Background: an optimization exercise with open tools, aiming at small area. Do not read the settings as production practice.
The RTL was checked by simulation tests, not by an equivalence proof against the original design.
No activity file was given, so power comes from the tool's default toggle rates.

==> flow/design.v <==
module router(clk, reset, polarity, 
N_S_di_v0, N_S_di_v1, N_S_si_v0, N_S_si_v1, N_S_ri_v0, N_S_ri_v1, S_N_do_v0, S_N_do_v1, S_N_so_v0, S_N_so_v1, S_N_ro_v0, S_N_ro_v1,  
S_N_di_v0, S_N_di_v1, S_N_si_v0, S_N_si_v1, S_N_ri_v0, S_N_ri_v1, N_S_do_v0, N_S_do_v1, N_S_so_v0, N_S_so_v1, N_S_ro_v0, N_S_ro_v1,  
E_W_di_v0, E_W_di_v1, E_W_si_v0, E_W_si_v1, E_W_ri_v0, E_W_ri_v1, W_E_do_v0, W_E_do_v1, W_E_so_v0, W_E_so_v1, W_E_ro_v0, W_E_ro_v1,  
W_E_di_v0, W_E_di_v1, W_E_si_v0, W_E_si_v1, W_E_ri_v0, W_E_ri_v1, E_W_do_v0, E_W_do_v1, E_W_so_v0, E_W_so_v1, E_W_ro_v0, E_W_ro_v1,  
pedi_v0, pedi_v1, pesi_v0, pesi_v1, peri_v0, peri_v1, pedo_v0, pedo_v1, peso_v0, peso_v1, pero_v0, pero_v1                           
);
input clk, reset;
output polarity;
reg polarity;
input[63:0] N_S_di_v0, N_S_di_v1;
input N_S_si_v0, N_S_si_v1;
output N_S_ri_v0, N_S_ri_v1;
output[63:0] S_N_do_v0, S_N_do_v1;
output S_N_so_v0, S_N_so_v1;
input S_N_ro_v0, S_N_ro_v1;
input[63:0] S_N_di_v0, S_N_di_v1;
input S_N_si_v0, S_N_si_v1;
output S_N_ri_v0, S_N_ri_v1;
output[63:0] N_S_do_v0, N_S_do_v1;
output N_S_so_v0, N_S_so_v1;
input N_S_ro_v0, N_S_ro_v1;
input[63:0] E_W_di_v0, E_W_di_v1;
input E_W_si_v0, E_W_si_v1;
output E_W_ri_v0, E_W_ri_v1;
output[63:0] W_E_do_v0, W_E_do_v1;
output W_E_so_v0, W_E_so_v1;
input W_E_ro_v0, W_E_ro_v1;
input[63:0] W_E_di_v0, W_E_di_v1;
input W_E_si_v0, W_E_si_v1;
output W_E_ri_v0, W_E_ri_v1;
output[63:0] E_W_do_v0, E_W_do_v1;           
output E_W_so_v0, E_W_so_v1;                 
input E_W_ro_v0, E_W_ro_v1;
input[63:0] pedi_v0, pedi_v1;
input pesi_v0, pesi_v1;
output peri_v0, peri_v1;
output[63:0] pedo_v0, pedo_v1;
output peso_v0, peso_v1;
input pero_v0, pero_v1;
reg[63:0] N_S_dir_v0, N_S_dir_v1; 
reg N_S_ri_v0, N_S_ri_v1;
reg[63:0] S_N_dir_v0, S_N_dir_v1; 
reg S_N_ri_v0, S_N_ri_v1;
reg[63:0] E_W_dir_v0, E_W_dir_v1; 
reg E_W_ri_v0, E_W_ri_v1;
reg[63:0] W_E_dir_v0, W_E_dir_v1; 
reg W_E_ri_v0, W_E_ri_v1;
reg[63:0] pedir_v0, pedir_v1; 
reg peri_v0, peri_v1;
reg E_W_so_v0, E_W_so_v1;
reg[63:0] E_W_do_v0, E_W_do_v1;
reg W_E_so_v0, W_E_so_v1;
reg[63:0] W_E_do_v0, W_E_do_v1;
reg S_N_so_v0, S_N_so_v1;
reg[63:0] S_N_do_v0, S_N_do_v1;
reg N_S_so_v0, N_S_so_v1;
reg[63:0] N_S_do_v0, N_S_do_v1;
reg peso_v0, peso_v1;
reg[63:0] pedo_v0, pedo_v1;
always@(posedge clk)
begin
if(reset) 
       begin
	   polarity <= 0;
	   N_S_ri_v1 <= 1; N_S_ri_v0 <= 1; N_S_dir_v0 <= 64'hFFFFFFFF_FFFFFFFF; N_S_dir_v1 <= 64'hFFFFFFFF_FFFFFFFF;	    
	   S_N_ri_v1 <= 1; S_N_ri_v0 <= 1; S_N_dir_v0 <= 64'hFFFFFFFF_FFFFFFFF; S_N_dir_v1 <= 64'hFFFFFFFF_FFFFFFFF;	    
	   E_W_ri_v1 <= 1; E_W_ri_v0 <= 1; E_W_dir_v0 <= 64'hFFFFFFFF_FFFFFFFF; E_W_dir_v1 <= 64'hFFFFFFFF_FFFFFFFF;	    
	   W_E_ri_v1 <= 1; W_E_ri_v0 <= 1; W_E_dir_v0 <= 64'hFFFFFFFF_FFFFFFFF; W_E_dir_v1 <= 64'hFFFFFFFF_FFFFFFFF;	    
	   peri_v1 <= 1; peri_v0 <= 1; pedir_v0 <= 64'hFFFFFFFF_FFFFFFFF; pedir_v1 <= 64'hFFFFFFFF_FFFFFFFF;	    
	   E_W_so_v0 <= 0; E_W_so_v1 <= 0;    E_W_do_v0 <=64'hFFFFFFFF_FFFFFFFF; E_W_do_v1 <=64'hFFFFFFFF_FFFFFFFF;  
	   W_E_so_v0 <= 0; W_E_so_v1 <= 0;    W_E_do_v0 <=64'hFFFFFFFF_FFFFFFFF; W_E_do_v1 <=64'hFFFFFFFF_FFFFFFFF;  
	   S_N_so_v0 <= 0; S_N_so_v1 <= 0;    S_N_do_v0 <=64'hFFFFFFFF_FFFFFFFF; S_N_do_v1 <=64'hFFFFFFFF_FFFFFFFF;  
	   N_S_so_v0 <= 0; N_S_so_v1 <= 0;    N_S_do_v0 <=64'hFFFFFFFF_FFFFFFFF; N_S_do_v1 <=64'hFFFFFFFF_FFFFFFFF;  
	   peso_v0 <= 0;   peso_v1 <= 0;      pedo_v0 <=64'hFFFFFFFF_FFFFFFFF;   pedo_v1 <=64'hFFFFFFFF_FFFFFFFF;    
	   end
else  
       begin
	   polarity <= ~polarity;
	   if( (polarity==0) & (N_S_di_v0[63]==0)&(N_S_si_v0==1)&(N_S_ri_v0==1)   )  
	      begin
		  N_S_dir_v0[63:56] <= N_S_di_v0[63:56]; N_S_dir_v0[55:52] <= {N_S_di_v0[55:52]}; N_S_dir_v0[51:48] <= {1'b0,  N_S_di_v0[51:49]}; 
		  N_S_dir_v0[47:0] <= N_S_di_v0[47:0];                      N_S_ri_v0 <= 0;  
		  end
	   if( (polarity==1) & (N_S_di_v1[63]==1)&(N_S_si_v1==1)&(N_S_ri_v1==1)   )  
	      begin
		  N_S_dir_v1[63:56] <= N_S_di_v1[63:56]; N_S_dir_v1[55:52] <= {N_S_di_v1[55:52]}; N_S_dir_v1[51:48] <= {1'b0,  N_S_di_v1[51:49]}; 
		  N_S_dir_v1[47:0] <= N_S_di_v1[47:0];                      N_S_ri_v1 <= 0;  
		  end
	   if( (polarity==0) & (S_N_di_v0[63]==0)&(S_N_si_v0==1)&(S_N_ri_v0==1)  )  
	      begin
		  S_N_dir_v0[63:56] <= S_N_di_v0[63:56]; S_N_dir_v0[55:52] <= {S_N_di_v0[55:52]}; S_N_dir_v0[51:48] <= {1'b0,  S_N_di_v0[51:49]}; 
		  S_N_dir_v0[47:0] <= S_N_di_v0[47:0];                      S_N_ri_v0 <= 0;  
		  end
	   if( (polarity==1) & (S_N_di_v1[63]==1)&(S_N_si_v1==1)&(S_N_ri_v1==1)  )  
	      begin
		  S_N_dir_v1[63:56] <= S_N_di_v1[63:56]; S_N_dir_v1[55:52] <= {S_N_di_v1[55:52]}; S_N_dir_v1[51:48] <= {1'b0,  S_N_di_v1[51:49]}; 
		  S_N_dir_v1[47:0] <= S_N_di_v1[47:0];                      S_N_ri_v1 <= 0;  
		  end
	   if( (polarity==0) & (E_W_di_v0[63]==0)&(E_W_si_v0==1)&(E_W_ri_v0==1)   )  
	      begin                                            
		  E_W_dir_v0[63:56] <= E_W_di_v0[63:56]; E_W_dir_v0[55:52] <= {1'b0, E_W_di_v0[55:53]}; E_W_dir_v0[51:48] <= {E_W_di_v0[51:48]}; 
		  E_W_dir_v0[47:0] <= E_W_di_v0[47:0];                      E_W_ri_v0 <= 0;  
		  end
	   if( (polarity==1) & (E_W_di_v1[63]==1)&(E_W_si_v1==1)&(E_W_ri_v1==1)   )  
	      begin
		  E_W_dir_v1[63:56] <= E_W_di_v1[63:56]; E_W_dir_v1[55:52] <= {1'b0, E_W_di_v1[55:53]}; E_W_dir_v1[51:48] <= {E_W_di_v1[51:48]}; 
		  E_W_dir_v1[47:0] <= E_W_di_v1[47:0];                      E_W_ri_v1 <= 0;  
		  end
	   if( (polarity==0) & (W_E_di_v0[63]==0)&(W_E_si_v0==1)&(W_E_ri_v0==1)   )  
	      begin
		  W_E_dir_v0[63:56] <= W_E_di_v0[63:56]; W_E_dir_v0[55:52] <= {1'b0, W_E_di_v0[55:53]}; W_E_dir_v0[51:48] <= {W_E_di_v0[51:48]}; 
		  W_E_dir_v0[47:0] <= W_E_di_v0[47:0];                      W_E_ri_v0 <= 0;  
		  end
	   if( (polarity==1) & (W_E_di_v1[63]==1)&(W_E_si_v1==1)&(W_E_ri_v1==1) )  
          begin
		  W_E_dir_v1[63:56] <= W_E_di_v1[63:56]; W_E_dir_v1[55:52] <= {1'b0,  W_E_di_v1[55:53]}; W_E_dir_v1[51:48] <= {W_E_di_v1[51:48]}; 
		  W_E_dir_v1[47:0] <= W_E_di_v1[47:0];                      W_E_ri_v1 <= 0;  
		  end	   
	   if( (polarity==0) & (pedi_v0[63]==0)&(pesi_v0==1)&(peri_v0==1)   )  
	      begin
		  pedir_v0 <=  pedi_v0; peri_v0 <= 0;
		  end
	   if( (polarity==1) & (pedi_v1[63]==1)&(pesi_v1==1)&(peri_v1==1)   )  
	      begin
		  pedir_v1 <=  pedi_v1; peri_v1 <= 0;
		  end
	  if(  (polarity==1) & (E_W_so_v0==0)   )   
	       begin
    	   if(  (E_W_ri_v0==0) & (E_W_dir_v0[63]==0) & (E_W_dir_v0[62]==0) & (E_W_dir_v0[55:52]!=4'b0000)   ) 
                begin 
				E_W_do_v0 <= E_W_dir_v0;  E_W_ri_v0 <= 1;
                E_W_so_v0 <= 1;
                end				
    	   else if(   (peri_v0==0) & (pedir_v0[63]==0) & (pedir_v0[62]==0) & (pedir_v0[55:52]!=4'b0000)   ) 
                begin 
				E_W_do_v0 <= pedir_v0;  peri_v0 <= 1;
                E_W_so_v0 <= 1;
                end				                 		   
           end
      else if(  (polarity==0) & (E_W_so_v1==0)   )   
		   begin
    	   if(  (E_W_ri_v1==0) & (E_W_dir_v1[63]==1) & (E_W_dir_v1[62]==0) & (E_W_dir_v1[55:52]!=4'b0000)   ) 
                begin 
				E_W_do_v1 <= E_W_dir_v1;  E_W_ri_v1 <= 1;
                E_W_so_v1 <= 1;
                end				
    	   else if(   (peri_v1==0) & (pedir_v1[63]==1) & (pedir_v1[62]==0) & (pedir_v1[55:52]!=4'b0000)   ) 
                begin 
				E_W_do_v1 <= pedir_v1;  peri_v1 <= 1;
                E_W_so_v1 <= 1;
                end				                 		   
           end
	  if(  (polarity==1) & (W_E_so_v0==0)   )   
	       begin
    	   if(  (W_E_ri_v0==0) & (W_E_dir_v0[63]==0) & (W_E_dir_v0[62]==1) & (W_E_dir_v0[55:52]!=4'b0000)   ) 
                begin 
				W_E_do_v0 <= W_E_dir_v0;  W_E_ri_v0 <= 1;
                W_E_so_v0 <= 1;
                end				
    	   else if(   (peri_v0==0) & (pedir_v0[63]==0) & (pedir_v0[62]==1) & (pedir_v0[55:52]!=4'b0000)   ) 
                begin 
				W_E_do_v0 <= pedir_v0;  peri_v0 <= 1;
                W_E_so_v0 <= 1;
                end				                 		   
           end
      else if(  (polarity==0) & (W_E_so_v1==0)   )   
		   begin
    	   if(  (W_E_ri_v1==0) & (W_E_dir_v1[63]==1) & (W_E_dir_v1[62]==1) & (W_E_dir_v1[55:52]!=4'b0000)   ) 
                begin 
				W_E_do_v1 <= W_E_dir_v1;  W_E_ri_v1 <= 1;
                W_E_so_v1 <= 1;
                end				
    	   else if(   (peri_v1==0) & (pedir_v1[63]==1) & (pedir_v1[62]==1) & (pedir_v1[55:52]!=4'b0000)   ) 
                begin 
				W_E_do_v1 <= pedir_v1;  peri_v1 <= 1;
                W_E_so_v1 <= 1;
                end				                 		   
           end
	  if(  (polarity==1) & (S_N_so_v0==0)   )   
	       begin                                     
		   if( (S_N_ri_v0==0) & (S_N_dir_v0[63]==0) & (S_N_dir_v0[61]==0) & (S_N_dir_v0[55:52]==4'b0000) & (S_N_dir_v0[51:48]!=4'b0000) ) 
                begin 
				S_N_do_v0 <= S_N_dir_v0;  S_N_ri_v0 <= 1; S_N_so_v0 <= 1;
				end
		   else if( (W_E_ri_v0==0) & (W_E_dir_v0[63]==0) & (W_E_dir_v0[61]==0) & (W_E_dir_v0[55:52]==4'b0000) & (W_E_dir_v0[51:48]!=4'b0000) ) 
		        begin
				S_N_do_v0 <= W_E_dir_v0;  W_E_ri_v0 <= 1; S_N_so_v0 <= 1;
				end
		   else if( (E_W_ri_v0==0) & (E_W_dir_v0[63]==0) & (E_W_dir_v0[61]==0) & (E_W_dir_v0[55:52]==4'b0000) & (E_W_dir_v0[51:48]!=4'b0000) ) 
		        begin
				S_N_do_v0 <= E_W_dir_v0;  E_W_ri_v0 <= 1; S_N_so_v0 <= 1;
				end
		   else if( (peri_v0==0) & (pedir_v0[63]==0) & (pedir_v0[55:52]==4'b0000)& (pedir_v0[61]==0) & (pedir_v0[51:48]!=4'b0000) ) 
		        begin
				S_N_do_v0 <= pedir_v0;  peri_v0 <= 1; S_N_so_v0 <= 1;
				end				
		   end
	  else if(  (polarity==0) & (S_N_so_v1==0)   )   
		   begin                                    
		   if( (S_N_ri_v1==0) & (S_N_dir_v1[63]==1) & (S_N_dir_v1[61]==0) & (S_N_dir_v1[55:52]==4'b0000) & (S_N_dir_v1[51:48]!=4'b0000) ) 
                begin 
				S_N_do_v1 <= S_N_dir_v1;  S_N_ri_v1 <= 1; S_N_so_v1 <= 1;
				end
		   else if( (W_E_ri_v1==0) & (W_E_dir_v1[63]==1) & (W_E_dir_v1[61]==0) & (W_E_dir_v1[55:52]==4'b0000) & (W_E_dir_v1[51:48]!=4'b0000) ) 
		        begin
				S_N_do_v1 <= W_E_dir_v1;  W_E_ri_v1 <= 1; S_N_so_v1 <= 1;
				end
		   else if( (E_W_ri_v1==0) & (E_W_dir_v1[63]==1) & (E_W_dir_v1[61]==0) & (E_W_dir_v1[55:52]==4'b0000) & (E_W_dir_v1[51:48]!=4'b0000) ) 
		        begin
				S_N_do_v1 <= E_W_dir_v1;  E_W_ri_v1 <= 1; S_N_so_v1 <= 1;
				end
		   else if( (peri_v1==0) & (pedir_v1[63]==1) & (pedir_v1[55:52]==4'b0000) & (pedir_v1[61]==0) & (pedir_v1[51:48]!=4'b0000) ) 
		        begin
				S_N_do_v1 <= pedir_v1;  peri_v1 <= 1; S_N_so_v1 <= 1;
				end						
		   end	
	  if(  (polarity==1) & (N_S_so_v0==0)   )   
	       begin                                     
		   if( (N_S_ri_v0==0) & (N_S_dir_v0[63]==0) & (N_S_dir_v0[61]==1) & (N_S_dir_v0[55:52]==4'b0000) & (N_S_dir_v0[51:48]!=4'b0000) ) 
                begin 
				N_S_do_v0 <= N_S_dir_v0;  N_S_ri_v0 <= 1; N_S_so_v0 <= 1;
				end
		   else if( (W_E_ri_v0==0) & (W_E_dir_v0[63]==0) & (W_E_dir_v0[61]==1) & (W_E_dir_v0[55:52]==4'b0000) & (W_E_dir_v0[51:48]!=4'b0000) ) 
		        begin
				N_S_do_v0 <= W_E_dir_v0;  W_E_ri_v0 <= 1; N_S_so_v0 <= 1;
				end
		   else if( (E_W_ri_v0==0) & (E_W_dir_v0[63]==0) & (E_W_dir_v0[61]==1) & (E_W_dir_v0[55:52]==4'b0000) & (E_W_dir_v0[51:48]!=4'b0000) ) 
		        begin
				N_S_do_v0 <= E_W_dir_v0;  E_W_ri_v0 <= 1; N_S_so_v0 <= 1;
				end
		   else if( (peri_v0==0) & (pedir_v0[63]==0) & (pedir_v0[55:52]==4'b0000) &(pedir_v0[61]==1)& (pedir_v0[51:48]!=4'b0000) ) 
		        begin
				N_S_do_v0 <= pedir_v0;  peri_v0 <= 1; N_S_so_v0 <= 1;
				end				
		   end
	  else if(  (polarity==0) & (N_S_so_v1==0)   )   
		   begin                                    
		   if( (N_S_ri_v1==0) & (N_S_dir_v1[63]==1) & (N_S_dir_v1[61]==1) & (N_S_dir_v1[55:52]==4'b0000) & (N_S_dir_v1[51:48]!=4'b0000) ) 
                begin 
				N_S_do_v1 <= N_S_dir_v1;  N_S_ri_v1 <= 1; N_S_so_v1 <= 1;
				end
		   else if( (W_E_ri_v1==0) & (W_E_dir_v1[63]==1) & (W_E_dir_v1[61]==1) & (W_E_dir_v1[55:52]==4'b0000) & (W_E_dir_v1[51:48]!=4'b0000) ) 
		        begin
				N_S_do_v1 <= W_E_dir_v1;  W_E_ri_v1 <= 1; N_S_so_v1 <= 1;
				end
		   else if( (E_W_ri_v1==0) & (E_W_dir_v1[63]==1) & (E_W_dir_v1[61]==1) & (E_W_dir_v1[55:52]==4'b0000) & (E_W_dir_v1[51:48]!=4'b0000) ) 
		        begin
				N_S_do_v1 <= E_W_dir_v1;  E_W_ri_v1 <= 1; N_S_so_v1 <= 1;
				end
		   else if( (peri_v1==0) & (pedir_v1[63]==1) & (pedir_v1[55:52]==4'b0000)& (pedir_v1[61]==1) & (pedir_v1[51:48]!=4'b0000) ) 
		        begin
				N_S_do_v1 <= pedir_v1;  peri_v1 <= 1; N_S_so_v1 <= 1;
				end						
		   end
	  if(  (polarity==1) & (peso_v0==0)   )   
	       begin                                     
		   if( (N_S_ri_v0==0) & (N_S_dir_v0[63]==0) & (N_S_dir_v0[55:52]==4'b0000) & (N_S_dir_v0[51:48]==4'b0000) )       
                begin 
				pedo_v0 <= N_S_dir_v0;  N_S_ri_v0 <= 1; peso_v0 <= 1;
				end
		   else if( (W_E_ri_v0==0) & (W_E_dir_v0[63]==0) & (W_E_dir_v0[55:52]==4'b0000) & (W_E_dir_v0[51:48]==4'b0000) )  
		        begin
				pedo_v0 <= W_E_dir_v0;  W_E_ri_v0 <= 1; peso_v0 <= 1;
				end
		   else if( (E_W_ri_v0==0) & (E_W_dir_v0[63]==0) & (E_W_dir_v0[55:52]==4'b0000) & (E_W_dir_v0[51:48]==4'b0000) )  
		        begin
				pedo_v0 <= E_W_dir_v0;  E_W_ri_v0 <= 1; peso_v0 <= 1;
				end
		   else if( (S_N_ri_v0==0) & (S_N_dir_v0[63]==0) & (S_N_dir_v0[55:52]==4'b0000) & (S_N_dir_v0[51:48]==4'b0000) ) 
		        begin
				pedo_v0 <= S_N_dir_v0;  S_N_ri_v0 <= 1; peso_v0 <= 1;
				end				
		   end
	  else if(  (polarity==0) & (peso_v1==0)   )   
		   begin                                    
		   if( (N_S_ri_v1==0) & (N_S_dir_v1[63]==1) &  (N_S_dir_v1[55:52]==4'b0000) & (N_S_dir_v1[51:48]==4'b0000) ) 
                begin 
				pedo_v1 <= N_S_dir_v1;  N_S_ri_v1 <= 1; peso_v1 <= 1;
				end
		   else if( (W_E_ri_v1==0) & (W_E_dir_v1[63]==1) &  (W_E_dir_v1[55:52]==4'b0000) & (W_E_dir_v1[51:48]==4'b0000) ) 
		        begin
				pedo_v1 <= W_E_dir_v1;  W_E_ri_v1 <= 1; peso_v1 <= 1;
				end
		   else if( (E_W_ri_v1==0) & (E_W_dir_v1[63]==1) &  (E_W_dir_v1[55:52]==4'b0000) & (E_W_dir_v1[51:48]==4'b0000) ) 
		        begin
				pedo_v1 <= E_W_dir_v1;  E_W_ri_v1 <= 1; peso_v1 <= 1;
				end
		   else if( (S_N_ri_v1==0) & (S_N_dir_v1[63]==1) &  (S_N_dir_v1[55:52]==4'b0000) & (S_N_dir_v1[51:48]==4'b0000) ) 
		        begin
				pedo_v1 <= S_N_dir_v1;  S_N_ri_v1 <= 1; peso_v1 <= 1;
				end						
		   end
		 if(  (polarity == 0)&(E_W_ro_v0==1)&(E_W_so_v0==1)    )
               	E_W_so_v0 <= 0;  				 
		 else if(  (polarity == 1)&(E_W_ro_v1==1)&(E_W_so_v1==1)   )  
                E_W_so_v1 <= 0;		             
		 if(  (polarity == 0)&(W_E_ro_v0==1)&(W_E_so_v0==1)    )
               	W_E_so_v0 <= 0;  				 
		 else if(  (polarity == 1)&(W_E_ro_v1==1)&(W_E_so_v1==1)   )  
                W_E_so_v1 <= 0;		             
		 if(  (polarity == 0)&(S_N_ro_v0==1)&(S_N_so_v0==1)    )
               	S_N_so_v0 <= 0;  				 
		 else if(  (polarity == 1)&(S_N_ro_v1==1)&(S_N_so_v1==1)   )  
                S_N_so_v1 <= 0;		             
		 if(  (polarity == 0)&(N_S_ro_v0==1)&(N_S_so_v0==1)    )
               	N_S_so_v0 <= 0;  				 
		 else if(  (polarity == 1)&(N_S_ro_v1==1)&(N_S_so_v1==1)   )  
                N_S_so_v1 <= 0;		             
		 if(  (polarity == 0)&(pero_v0==1)&(peso_v0==1)    )
               	peso_v0 <= 0;  				 
		 else if(  (polarity == 1)&(pero_v1==1)&(peso_v1==1)   )  
                peso_v1 <= 0;		             
		end 
end 
endmodule
==> flow/run.sh <==
#!/bin/bash
# synth_recipe.tcl (not shown) runs the flow's synth.tcl, then flattens the netlist and writes it again
# the make line also repeats each setting of config.mk as NAME=value (left out here)
make -C /OpenROAD-flow-scripts/flow DESIGN_CONFIG=/design/flow/config.mk WORK_HOME=/design/flow/orfs CLKGATE_MAP_FILE= SYNTH_SCRIPT=/design/flow/synth_recipe.tcl finish
==> flow/config.mk <==
export PLATFORM = sky130hd
export DESIGN_NAME = router
export DESIGN_NICKNAME = router
export VERILOG_FILES = /design/flow/design.v
export SDC_FILE = /design/flow/constraint.sdc
export NUM_CORES = 4
export LEC_CHECK = 0
export CAP_MARGIN = 20
export CORE_AREA = 5 5 445 445
export DIE_AREA = 0 0 450 450
export SLEW_MARGIN = 20
==> flow/constraint.sdc <==
create_clock -name core_clock -period 4.0 [get_ports {clk}]
set_input_delay 0.8000 -clock core_clock [delete_from_list [all_inputs] [get_ports {clk}]]
set_output_delay 0.8000 -clock core_clock [all_outputs]
set_load 0.01 [all_outputs]
==> results.yml <==
placement:
  place_congestion: 0.908
  numPortBuffers: 1314
  detailed_place_hpwl_um: 216000
layout:
  final_cell_mix: "1791 x sky130_fd_sc_hd__nand2_1, 1313 x sky130_fd_sc_hd__clkdlybuf4s50_1, 1300 x sky130_fd_sc_hd__dfxtp_1"
  net_count_reported_at_finish: 8474
  final_common_cell: "sky130_fd_sc_hd__nand2_1"
  layout-area-overhead-vs-synth_pct: 37.8
  utilization_pct: 40.8
  drive_gt1_share_pct: 6.32
  fillerInstances: 19200
route:
  route.detailed.drc: 0
  post_drt_wl_per_cell_um: 30.3
  route.final.wire_length_um: 319000
  ant_nets: 0
  dr.pass1.iters: 7
  num_vias: 59800
  post_drt_via_cell_ratio: 5.70
  drt_first_iter_violations: 6893
timing:
  min_period_ps: 3310
  grt_setup_unrepaired: "no"
  hold_viol_final: 0
  timing.slew.headroom_pct: 21.9
  tightest_slew_ps: 1170
  max_freq_ghz: 0.302
  totalNegativeSetupSlack_ps: 0
  final-setup-viol-count: 0
  fin_skew_ps: 56.1
  min_period_over_period_pct: 82.8
  slew_violations: 0
pwr:
  clock_power_share_pct: 46.7
  p_comb_share_pct: 9.0
  power_density_mw_per_mm2: 401
  p_int_mw: 23.3
  power.share.switching_pct: 26.2
  power.switching_mw: 8.25
  leakagePower_nw: 32.1
  seq_power_share_pct: 44.2
  vdd_ir_drop_max_uv: 317
clocking:
  cts_setup_buffers: 0
  htreeDepth: 4
  cts-root-to-sink-buffers: 3
  clock_tree_from_tritoncts: "built"
  cts_sinks: 1301
  cts.hold.buffers_added: 0
  clkTransAtPathRegs_ps: 60
  cts_made_buffers: 155
  clk_latency_ps: 830
  cts_resized: 0
  clock_tree.root_cell: "sky130_fd_sc_hd__clkbuf_16"
synth:
  ys.flop_type: "sky130_fd_sc_hd__dfxtp_1"
  unique_masters_post_synth: 69
  ys_top_cells_by_area: "sky130_fd_sc_hd__dfxtp_1 46%, sky130_fd_sc_hd__nand2_1 12%, sky130_fd_sc_hd__nand3b_1 8.2%"
  post_synth_inst_count: 6808
  synth.net_count: 7470
  synthesis.area_per_instance_um2: 8.39
  synth_top_area_cell: "sky130_fd_sc_hd__dfxtp_1"
  synth_area_mm2: 0.0571
  fraction_of_the_yosys_area_taken_by_sequential_cells_pct: 45.6
  flop_and_latch_count_out_of_synthesis: 1301
  post_synth_edffs: 0
  yosys_warnings: 1
  synth_top_area_share_pct: 45.6
  asyncSetResetFlopFracSynth_pct: 0
worst_setup_path:
  timing.critical_path.from: "W_E_dir_v1[52]"
  worstReg2RegEnd: "S_N_do_v1[58]"
  critPathMostFrequentCell: "sky130_fd_sc_hd__buf_4"
  crit_path_max_incr_delay_ps: 730
  timing_worst_setup_path_type: "reg2reg"
  setup.worst_path.end_class: "flip-flop"
  worstReg2RegStart: "W_E_dir_v1[52]"
  timing.reg2reg.setup_slack_ps: 690
  cp_slowest_cell: "sky130_fd_sc_hd__buf_4"
  worstPathMaxFanout: 59
  signal_arrival_time_at_the_worst_endpoint_ps: 4070
  cp.required_ps: 4760
  worst_r2r_path_depth: 7
  setup.worst_path.start_class: "flip-flop"
  crit_chain: "or4_1, nor4_1, o41ai_4, buf_4, nand2b_4, buf_4, o32a_1"
worst_hold_path:
  min_path_cells: 1
  path_category_of_the_worst_min_delay_check: "reg2reg"
  hold_path_startpoint: "pedo_v1[63]"
  hold_end: "pedo_v1[63]"
run:
  cap_viol_max_count: 0
global_route:
  grt_first_pass_wirelength_um: 442000
  number_of_antenna_violations_at_the_first_check_in_global_routing: 86
  track_usage_pct: 29.8
  grt_pass1_vias: 57600
  grt-ovfl-total: 0
  grt_max_degree: 231
status:
  status: "complete, no violations"
floorplanning:
  chipWidth_um: 450
  design.core.area_mm2: 0.193
  boundaryPins: 1323
  fp-row-count: 161
  floorplan.die_area_mm2: 0.203
  floorplan.initialDensity_pct: 29.7
  die_h_um: 450
==> metal layers <==
metal,routed length (µm),global-route usage (%)
met1,115000,33.6
met2,149000,49.5
met3,29400,7.59
met4,24900,20.2
met5,253,0
==> through the flow <==
stage / hold WS, ps / instances / setup WS [ps] / power, mW / area, µm²
5_1_grt: 453 / 10500 / 530 / 32.4 / 78600
3_3_place_gp: 420 / 10200 / 780 / 17.0 / 73300
4_1_cts: 442 / 10500 / 702 / 31.7 / 78500
6_report: 443 / 10500 / 688 / 31.5 / 78700
3_5_place_dp: 425 / 10200 / 774 / 17.0 / 73300
2_1_floorplan: 407 / 6808 / 1480 / 15.3 / 57100
==> worst max-delay path, delay by kind of cell (launching register included) <==
family                 cells  cell delay [ps]
and+or+nand+nor            3             1310
buffers and inverters      2              960
AOI/OAI and AO/OA          2              490
DFF                        1              330
==> layout make-up <==
cell class / count / area (µm²) / share of cell area [%]
Clock buffer: 224 / 4450 / 5.66
Tap cell: 2526 / 3160 / 4.02
Sequential cell: 1301 / 26000 / 33.1
Clock inverter: 52 / 779 / 0.991
Multi-Input combinational cell: 4873 / 29000 / 36.9
Antenna cell: 50 / 125 / 0.159
Inverter: 11 / 41.3 / 0.0525
Timing Repair Buffer: 1470 / 15000 / 19.1
==> Yosys cell counts, types with 29 or more instances <==
cell	count
sky130_fd_sc_hd__a211o_1	293
sky130_fd_sc_hd__a41oi_1	71
sky130_fd_sc_hd__mux2i_1	269
sky130_fd_sc_hd__a31o_1	31
sky130_fd_sc_hd__nand3_1	74
sky130_fd_sc_hd__o32a_1	164
sky130_fd_sc_hd__a31o_2	39
sky130_fd_sc_hd__nand3b_1	623
sky130_fd_sc_hd__nand2_1	1793
sky130_fd_sc_hd__a22o_1	107
sky130_fd_sc_hd__and2_1	56
sky130_fd_sc_hd__buf_1	29
sky130_fd_sc_hd__a21o_1	58
sky130_fd_sc_hd__a22oi_1	54
sky130_fd_sc_hd__a21oi_1	406
sky130_fd_sc_hd__o21ai_1	64
sky130_fd_sc_hd__clkbuf_1	565
sky130_fd_sc_hd__dfxtp_1	1301
sky130_fd_sc_hd__o21ai_0	118
sky130_fd_sc_hd__o22ai_1	58
sky130_fd_sc_hd__nor3_1	66
sky130_fd_sc_hd__nor2_1	288
sky130_fd_sc_hd__o21a_1	42
==> power by group through the flow <==
stage	registers (mW)	clock network, mW	logic, mW
2_1_floorplan	14.0	0	1.27
3_3_place_gp	14.2	0	2.79
3_5_place_dp	14.2	0	2.81
4_1_cts	13.9	14.9	2.82
5_1_grt	14.0	15.4	3.02
6_report	13.9	14.7	2.84
==> cells by family (layout without fill, tap and decap cells) <==
group | Yosys count | in the layout | share of synthesized area (%)
other | 0 | 50 | 0
AO/OA/AOI/OAI | 1581 | 1581 | 20.2
flip-flops | 1301 | 1301 | 45.6
multiplexers | 269 | 269 | 4.72
AND/OR/NAND/NOR | 3023 | 3023 | 25.3
buffers and inverters | 634 | 1757 | 4.25
==> worst max path at each step <==
stage	slack [ps]	end	cells after the start
after global placement	780	S_N_do_v1[34]	7
after global routing	530	N_S_do_v1[57]	6
after floorplan	1480	pedo_v1[39]	8
after detailed placement	770	S_N_do_v1[34]	7
after CTS	700	polarity	2
final	690	S_N_do_v1[58]	7

-- separate check: timing with driven ports --
In the flow no input, the clock included, has a driving cell. The finished layout below was timed again as built, in two steps. Step 1, drivers: a clkbuf_16 drives clk and a buf_2 each remaining input, both assumed. Step 2 moves the port delays by t, midway between the first and last clock arrival at a register: inputs arrive t later, outputs are due t later. That takes back most of the time a late clock gives input paths. Three values: ideal, step 1, step 2; two values: the first two.
t, ns: 0.889
setup WS [ns]: 0.688 / 0.688 / 0.688
hold WS [ns]: 0.443 / 0.443 / 0.443
worst setup path at the end: register to register
clock arrival spread, ns: 0.064 / 0.064
After both steps setup and hold are still met in this run. The setup slack of this run moves by 0.000 ns with the drivers and by 0.000 ns with both steps.
